Context: an optimization exercise on an open-source flow, tuned for small area. The choices shown serve that exercise and are no tape-out recipe.
In this exercise RTL edits were held to simulation tests only and were not proved equivalent to the original.
Power figures rest on the tool's default switching activity, not on a simulated workload.

Setup of P:
// timer_top
module timer_top (sys_clk, sys_rst_n, tim_psel, tim_pwrite, tim_penable, tim_paddr, tim_pwdata, tim_prdata, tim_pstrb, tim_pready, tim_pslverr, tim_int, dbg_mode);
	input wire sys_clk, sys_rst_n;
	input wire tim_psel, tim_pwrite, tim_penable, dbg_mode;
	input wire [11:0] tim_paddr;
	input wire [31:0] tim_pwdata;
	input wire [3:0] tim_pstrb;
	output wire [31:0] tim_prdata;
	output wire tim_pready, tim_pslverr, tim_int;
	reg acc;
	always @(posedge sys_clk or negedge sys_rst_n)
		if (!sys_rst_n) acc <= 1'b0;
		else            acc <= tim_psel & tim_penable & ~acc;
	wire wr = acc &  tim_pwrite;
	wire rd = acc & ~tim_pwrite;
	wire [31:0] wdata = tim_pwdata;
	wire [3:0]  strb  = tim_pstrb;
	wire a_ok   = (tim_paddr[11:5] == 7'd0) && (tim_paddr[1:0] == 2'd0);
	wire [2:0] ai = tim_paddr[4:2];
	wire is_tcr   = a_ok && (ai == 3'd0);
	wire is_tdr0  = a_ok && (ai == 3'd1);
	wire is_tdr1  = a_ok && (ai == 3'd2);
	wire is_tcmp0 = a_ok && (ai == 3'd3);
	wire is_tcmp1 = a_ok && (ai == 3'd4);
	wire is_tier  = a_ok && (ai == 3'd5);
	wire is_tisr  = a_ok && (ai == 3'd6);
	wire is_thcsr = a_ok && (ai == 3'd7);
	reg timer_en, div_en;
	reg [3:0] div_val;
	reg int_en, halt_req, int_st;
	reg [31:0] tcmp0, tcmp1;
	reg [31:0] tdr0, tdr1;
	reg [63:0] cnt;
	reg load_back, tdr_wr_en, cnt_clr, int_clr;
	reg int_st_q, halt_ack, halt_ack_q, timer_en_q, cnt_en, rst_q;
	reg [7:0] cnt_div;
	wire tcr_wr = wr & is_tcr;
	wire err_div_val = strb[1] & (wdata[11:8] > 4'd8);
	wire err_run = timer_en & ((strb[0] & (wdata[1] != div_en)) | (strb[1] & (wdata[11:8] != div_val)));
  ...
For scale: ~1100 cells after synthesis, about 89 I/O pins, about 0.0099 mm2 of cells after synthesis.
==> flow/config.mk <==
export PLATFORM = sky130hd
export DESIGN_NAME = timer_top
export DESIGN_NICKNAME = timer_top
export VERILOG_FILES = /design/flow/design.v
export SDC_FILE = /design/flow/constraint.sdc
export NUM_CORES = 4
export LEC_CHECK = 0
export CAP_MARGIN = 20
export CORE_MARGIN = 2
export CORE_UTILIZATION = 70
export SLEW_MARGIN = 20
==> flow/constraint.sdc <==
create_clock -name core_clock -period 7.0 [get_ports {sys_clk}]
set_input_delay 1.4000 -clock core_clock [delete_from_list [all_inputs] [get_ports {sys_clk}]]
set_output_delay 1.4000 -clock core_clock [all_outputs]
set_load 0.01 [all_outputs]
standard.sh (not shown) runs the stock make flow with config.mk's settings and CLKGATE_MAP_FILE= SYNTH_SCRIPT=/design/flow/synth_recipe.tcl, a recipe that flattens the netlist after the stock synthesis.
==> flow/flow/run.sh <==
#!/bin/bash
# Standard ORFS layout with three changes:
#  - Yosys maps the logic with an area-oriented ABC script (flow/abc_speed.script,
#    used in place of ORFS's own); registers are left as the standard synthesis makes them.
#  - ports get sky130_fd_sc_hd__buf_1 buffers;
#  - CTS uses clkbuf_8 leaf buffers without dummy loads.
set -euo pipefail
here=$(pwd)
rm -rf "$here/scripts"
cp -r "$FLOW_HOME/scripts" "$here/scripts"
cp "$here/flow/abc_speed.script" "$here/scripts/abc_speed.script"
export BUFFER_PORTS_ARGS="-buffer_cell sky130_fd_sc_hd__buf_1"
export CTS_ARGS="-sink_clustering_enable -repair_clock_nets -dont_use_dummy_load -buf_list sky130_fd_sc_hd__clkbuf_8 -sink_clustering_size 16 -sink_clustering_max_diameter 100"
bash standard.sh SCRIPTS_DIR="$here/scripts" finish > standard.log 2>&1
==> flow/flow/abc_speed.script <==
&get -n
&st
&dch
&nf -R 1000 -p -a
&put
topo
For Q, these inputs were changed with respect to P:
-- flow/flow/run.sh --
<<< P, line 11
cp "$here/flow/abc_speed.script" "$here/scripts/abc_speed.script"
export BUFFER_PORTS_ARGS="-buffer_cell sky130_fd_sc_hd__buf_1"
export CTS_ARGS="-sink_clustering_enable -repair_clock_nets -dont_use_dummy_load -buf_list sky130_fd_sc_hd__clkbuf_8 -sink_clustering_size 16 -sink_clustering_max_diameter 100"
bash standard.sh SCRIPTS_DIR="$here/scripts" finish > standard.log 2>&1
>>> Q, line 11
cp "$here/flow/abc_speed.script" "$here/scripts/abc_speed.script"
export BUFFER_PORTS_ARGS="-buffer_cell sky130_fd_sc_hd__buf_1"
export CTS_ARGS="-sink_clustering_enable -repair_clock_nets -dont_use_dummy_load -buf_list sky130_fd_sc_hd__clkbuf_4 -sink_clustering_size 10 -sink_clustering_max_diameter 60"
bash standard.sh SCRIPTS_DIR="$here/scripts" finish > standard.log 2>&1
==> run notes <==
- Q has less setup slack than P.
- Between P and Q, the difference in arrival time of data at the critical path endpoint is negligible.
- Q and P ended up with roughly the same total leakage power.
- Higher post-layout instance count excluding filler cells among P and Q: Q

---

The RTL this note starts from:
==> flow/design.v <==
module timer_top (sys_clk, sys_rst_n, tim_psel, tim_pwrite, tim_penable, tim_paddr, tim_pwdata, tim_prdata, tim_pstrb, tim_pready, tim_pslverr, tim_int, dbg_mode);
	input wire sys_clk, sys_rst_n;
	input wire tim_psel, tim_pwrite, tim_penable, dbg_mode;
	input wire [11:0] tim_paddr;
	input wire [31:0] tim_pwdata;
	input wire [3:0] tim_pstrb;
	output wire [31:0] tim_prdata;
	output wire tim_pready, tim_pslverr, tim_int;
	reg acc;
	always @(posedge sys_clk or negedge sys_rst_n)
		if (!sys_rst_n) acc <= 1'b0;
		else            acc <= tim_psel & tim_penable & ~acc;
	wire wr = acc &  tim_pwrite;
	wire rd = acc & ~tim_pwrite;
	wire [31:0] wdata = tim_pwdata;
	wire [3:0]  strb  = tim_pstrb;
	wire a_ok   = (tim_paddr[11:5] == 7'd0) && (tim_paddr[1:0] == 2'd0);
	wire [2:0] ai = tim_paddr[4:2];
	wire is_tcr   = a_ok && (ai == 3'd0);
	wire is_tdr0  = a_ok && (ai == 3'd1);
	wire is_tdr1  = a_ok && (ai == 3'd2);
	wire is_tcmp0 = a_ok && (ai == 3'd3);
	wire is_tcmp1 = a_ok && (ai == 3'd4);
	wire is_tier  = a_ok && (ai == 3'd5);
	wire is_tisr  = a_ok && (ai == 3'd6);
	wire is_thcsr = a_ok && (ai == 3'd7);
	reg timer_en, div_en;
	reg [3:0] div_val;
	reg int_en, halt_req, int_st;
	reg [31:0] tcmp0, tcmp1;
	reg [31:0] tdr0, tdr1;
	reg [63:0] cnt;
	reg load_back, tdr_wr_en, cnt_clr, int_clr;
	reg int_st_q, halt_ack, halt_ack_q, timer_en_q, cnt_en, rst_q;
	reg [7:0] cnt_div;
	wire tcr_wr = wr & is_tcr;
	wire err_div_val = strb[1] & (wdata[11:8] > 4'd8);
	wire err_run = timer_en & ((strb[0] & (wdata[1] != div_en)) | (strb[1] & (wdata[11:8] != div_val)));
	wire error_res = tcr_wr & (err_div_val | err_run);
	always @(posedge sys_clk or negedge sys_rst_n) begin
		if (!sys_rst_n) begin
			timer_en <= 1'b0;
			div_en   <= 1'b0;
			div_val  <= 4'd1;
			int_en   <= 1'b0;
			halt_req <= 1'b0;
		end else begin
			if (tcr_wr & ~error_res & strb[0]) begin
				timer_en <= wdata[0];
				div_en   <= wdata[1];
			end
			if (tcr_wr & ~error_res & strb[1])
				div_val <= wdata[11:8];
			if (wr & is_tier & strb[0])
				int_en <= wdata[0];
			if (wr & is_thcsr & strb[0])
				halt_req <= wdata[0];
		end
	end
	genvar b;
	generate for (b = 0; b < 4; b = b + 1) begin : g_cmp
		always @(posedge sys_clk) begin
			if (!sys_rst_n) begin
				tcmp0[8*b+7:8*b] <= 8'hFF;
				tcmp1[8*b+7:8*b] <= 8'hFF;
			end else begin
				if (wr & is_tcmp0 & strb[b]) tcmp0[8*b+7:8*b] <= wdata[8*b+7:8*b];
				if (wr & is_tcmp1 & strb[b]) tcmp1[8*b+7:8*b] <= wdata[8*b+7:8*b];
			end
		end
	end endgenerate
	wire tdr_wr = wr & (is_tdr0 | is_tdr1);
	wire tdr_lb = load_back & ~tdr_wr;
	generate for (b = 0; b < 4; b = b + 1) begin : g_tdr
		always @(posedge sys_clk) begin
			if (wr & is_tdr0 & strb[b])  tdr0[8*b+7:8*b] <= wdata[8*b+7:8*b];
			else if (tdr_lb)             tdr0[8*b+7:8*b] <= cnt[8*b+7:8*b];
			if (wr & is_tdr1 & strb[b])  tdr1[8*b+7:8*b] <= wdata[8*b+7:8*b];
			else if (tdr_lb)             tdr1[8*b+7:8*b] <= cnt[32+8*b+7:32+8*b];
		end
	end endgenerate
	always @(posedge sys_clk) begin
		tdr_wr_en  <= tdr_wr;
		cnt_clr    <= tcr_wr & strb[0] & timer_en & ~wdata[0];
		int_clr    <= wr & is_tisr & int_st & wdata[0] & strb[0];
		int_st_q   <= int_st;
		halt_ack   <= dbg_mode & halt_req;
		halt_ack_q <= halt_ack;
		timer_en_q <= timer_en;
		rst_q      <= ~sys_rst_n;
	end
	localparam NB = 64 / 16;
	wire [NB-1:0] blk_ones;
	wire [NB:0]   blk_c;
	wire [63:0]   inc_c;
	assign blk_c[0] = cnt_en;
	genvar gi, gj;
	generate for (gi = 0; gi < NB; gi = gi + 1) begin : g_blk
		assign blk_ones[gi] = &cnt[16*gi +: 16];
		assign blk_c[gi+1]  = blk_c[gi] & blk_ones[gi];
		assign inc_c[16*gi] = blk_c[gi];
		for (gj = 1; gj < 16; gj = gj + 1) begin : g_bit
			assign inc_c[16*gi+gj] = inc_c[16*gi+gj-1] & cnt[16*gi+gj-1];
		end
	end endgenerate
	wire all_ones = &blk_ones;
	wire cnt_zero = cnt_clr | all_ones | ~sys_rst_n;
	always @(posedge sys_clk) begin
		if (cnt_zero) begin
			cnt       <= 64'd0;
			load_back <= 1'b1;
		end else if (tdr_wr_en) begin
			cnt       <= {tdr1, tdr0};
			load_back <= 1'b0;
		end else begin
			cnt <= cnt ^ inc_c;
			load_back <= cnt_en;
		end
	end
	wire en_rise = timer_en & ~timer_en_q;
	wire no_div  = ~div_en | (div_val == 4'd0);
	wire [7:0] div_mask = ~(8'hFF << div_val);
	wire div_term = ((cnt_div | ~div_mask) == 8'hFF);
	always @(posedge sys_clk) begin
		if (!timer_en) begin
			cnt_en  <= 1'b0;
			cnt_div <= 8'd0;
		end else if (halt_ack) begin
			cnt_en  <= 1'b0;
		end else if (no_div | en_rise | div_term) begin
			cnt_en  <= ~en_rise;
			cnt_div <= 8'd0;
		end else begin
			cnt_en  <= 1'b0;
			cnt_div <= cnt_div + 8'd1;
		end
	end
	wire cmp_hit = ~(|({tdr1, tdr0} ^ {tcmp1, tcmp0})) & ~rst_q;
	always @(posedge sys_clk or negedge sys_rst_n)
		if (!sys_rst_n)   int_st <= 1'b0;
		else if (int_clr) int_st <= 1'b0;
		else if (cmp_hit) int_st <= 1'b1;
	assign tim_int = int_en & int_st;
	reg [31:0] rdata;
	always @(*) begin
		rdata = 32'd0;
		if (a_ok)
			case (ai)
				3'd0: rdata = {20'd0, div_val, 6'd0, div_en, timer_en};
				3'd1: rdata = tdr0;
				3'd2: rdata = tdr1;
				3'd3: rdata = tcmp0;
				3'd4: rdata = tcmp1;
				3'd5: rdata = {31'd0, int_en};
				3'd6: rdata = {31'd0, int_st_q};
				3'd7: rdata = {30'd0, halt_ack_q, halt_req};
			endcase
	end
	assign tim_prdata  = rd ? rdata : 32'd0;
	assign tim_pready  = acc;
	assign tim_pslverr = error_res;
endmodule
==> flow/config.mk <==
export PLATFORM = sky130hd
export DESIGN_NAME = timer_top
export DESIGN_NICKNAME = timer_top
export VERILOG_FILES = /design/flow/design.v
export SDC_FILE = /design/flow/constraint.sdc
export NUM_CORES = 4
export LEC_CHECK = 0
export CAP_MARGIN = 20
export CORE_MARGIN = 2
export CORE_UTILIZATION = 40
export SLEW_MARGIN = 20
==> flow/constraint.sdc <==
create_clock -name core_clock -period 7.0 [get_ports {sys_clk}]
set_input_delay 1.4000 -clock core_clock [delete_from_list [all_inputs] [get_ports {sys_clk}]]
set_output_delay 1.4000 -clock core_clock [all_outputs]
set_load 0.01 [all_outputs]
==> flow/flow/run.sh <==
#!/bin/bash
# Standard ORFS layout with two changes: ports get sky130_fd_sc_hd__buf_1
# buffers, and CTS uses small clock buffers without dummy loads.
set -euo pipefail
export BUFFER_PORTS_ARGS="-buffer_cell sky130_fd_sc_hd__buf_1"
export CTS_ARGS="-sink_clustering_enable -repair_clock_nets -dont_use_dummy_load -buf_list sky130_fd_sc_hd__clkbuf_4 -sink_clustering_size 8 -sink_clustering_max_diameter 60"
bash standard.sh > standard.log 2>&1
The first run finished with timing, DRC and antenna clean.
Change:
==> flow/flow/run.sh (replaced) <==
#!/bin/bash
# Standard ORFS layout with two changes: ports get sky130_fd_sc_hd__buf_1
# buffers, and CTS uses small clock buffers without dummy loads.
set -euo pipefail
export BUFFER_PORTS_ARGS="-buffer_cell sky130_fd_sc_hd__buf_1"
export CTS_ARGS="-sink_clustering_enable -repair_clock_nets -dont_use_dummy_load -buf_list sky130_fd_sc_hd__clkbuf_4 -sink_clustering_size 40"
bash standard.sh > standard.log 2>&1
Outcome:
- The new run finished with timing, DRC and antenna clean
- routed wire length barely changes
- power rose by roughly a tenth
- cell count rose slightly
- register-to-register slack barely changes
- sequential cell count is unchanged
- first-iteration DRC count rose by a few percent
- cell area rose slightly

-- afterwards: timing with drivers on the ports --
Ports are ideal in the flow. The routed layouts listed here were re-timed in OpenROAD.
Step 1 assumes that a clkbuf_16 drives the clock port and a buf_2 every other input.
Step 2 moves the port delays by t, midway between the first and last clock arrival at a register: inputs arrive t later, outputs are due t later. That takes back most of the time a late clock gives input paths.
Slacks: ideal ports / drivers / drivers and shift; pairs: ideal ports / drivers.
run | shift t [ns] | setup WS [ns] | hold slack, ns
P | 0.543 | 1.847 / 1.828 / 1.828 | 0.395 / 0.395 / 0.395
Q | 0.694 | 1.839 / 1.819 / 1.819 | 0.396 / 0.396 / 0.396
the first run of note 2 | 0.635 | 1.673 / 1.619 / 1.619 | 0.446 / 0.446 / 0.446
the second run of note 2 | 0.695 | 1.666 / 1.616 / 1.616 | 0.411 / 0.411 / 0.411
After both steps setup and hold are still met in every run listed. For the first run of note 2, which loses most, drivers alone change the setup slack by -0.054 ns; drivers and shift together by -0.054 ns.
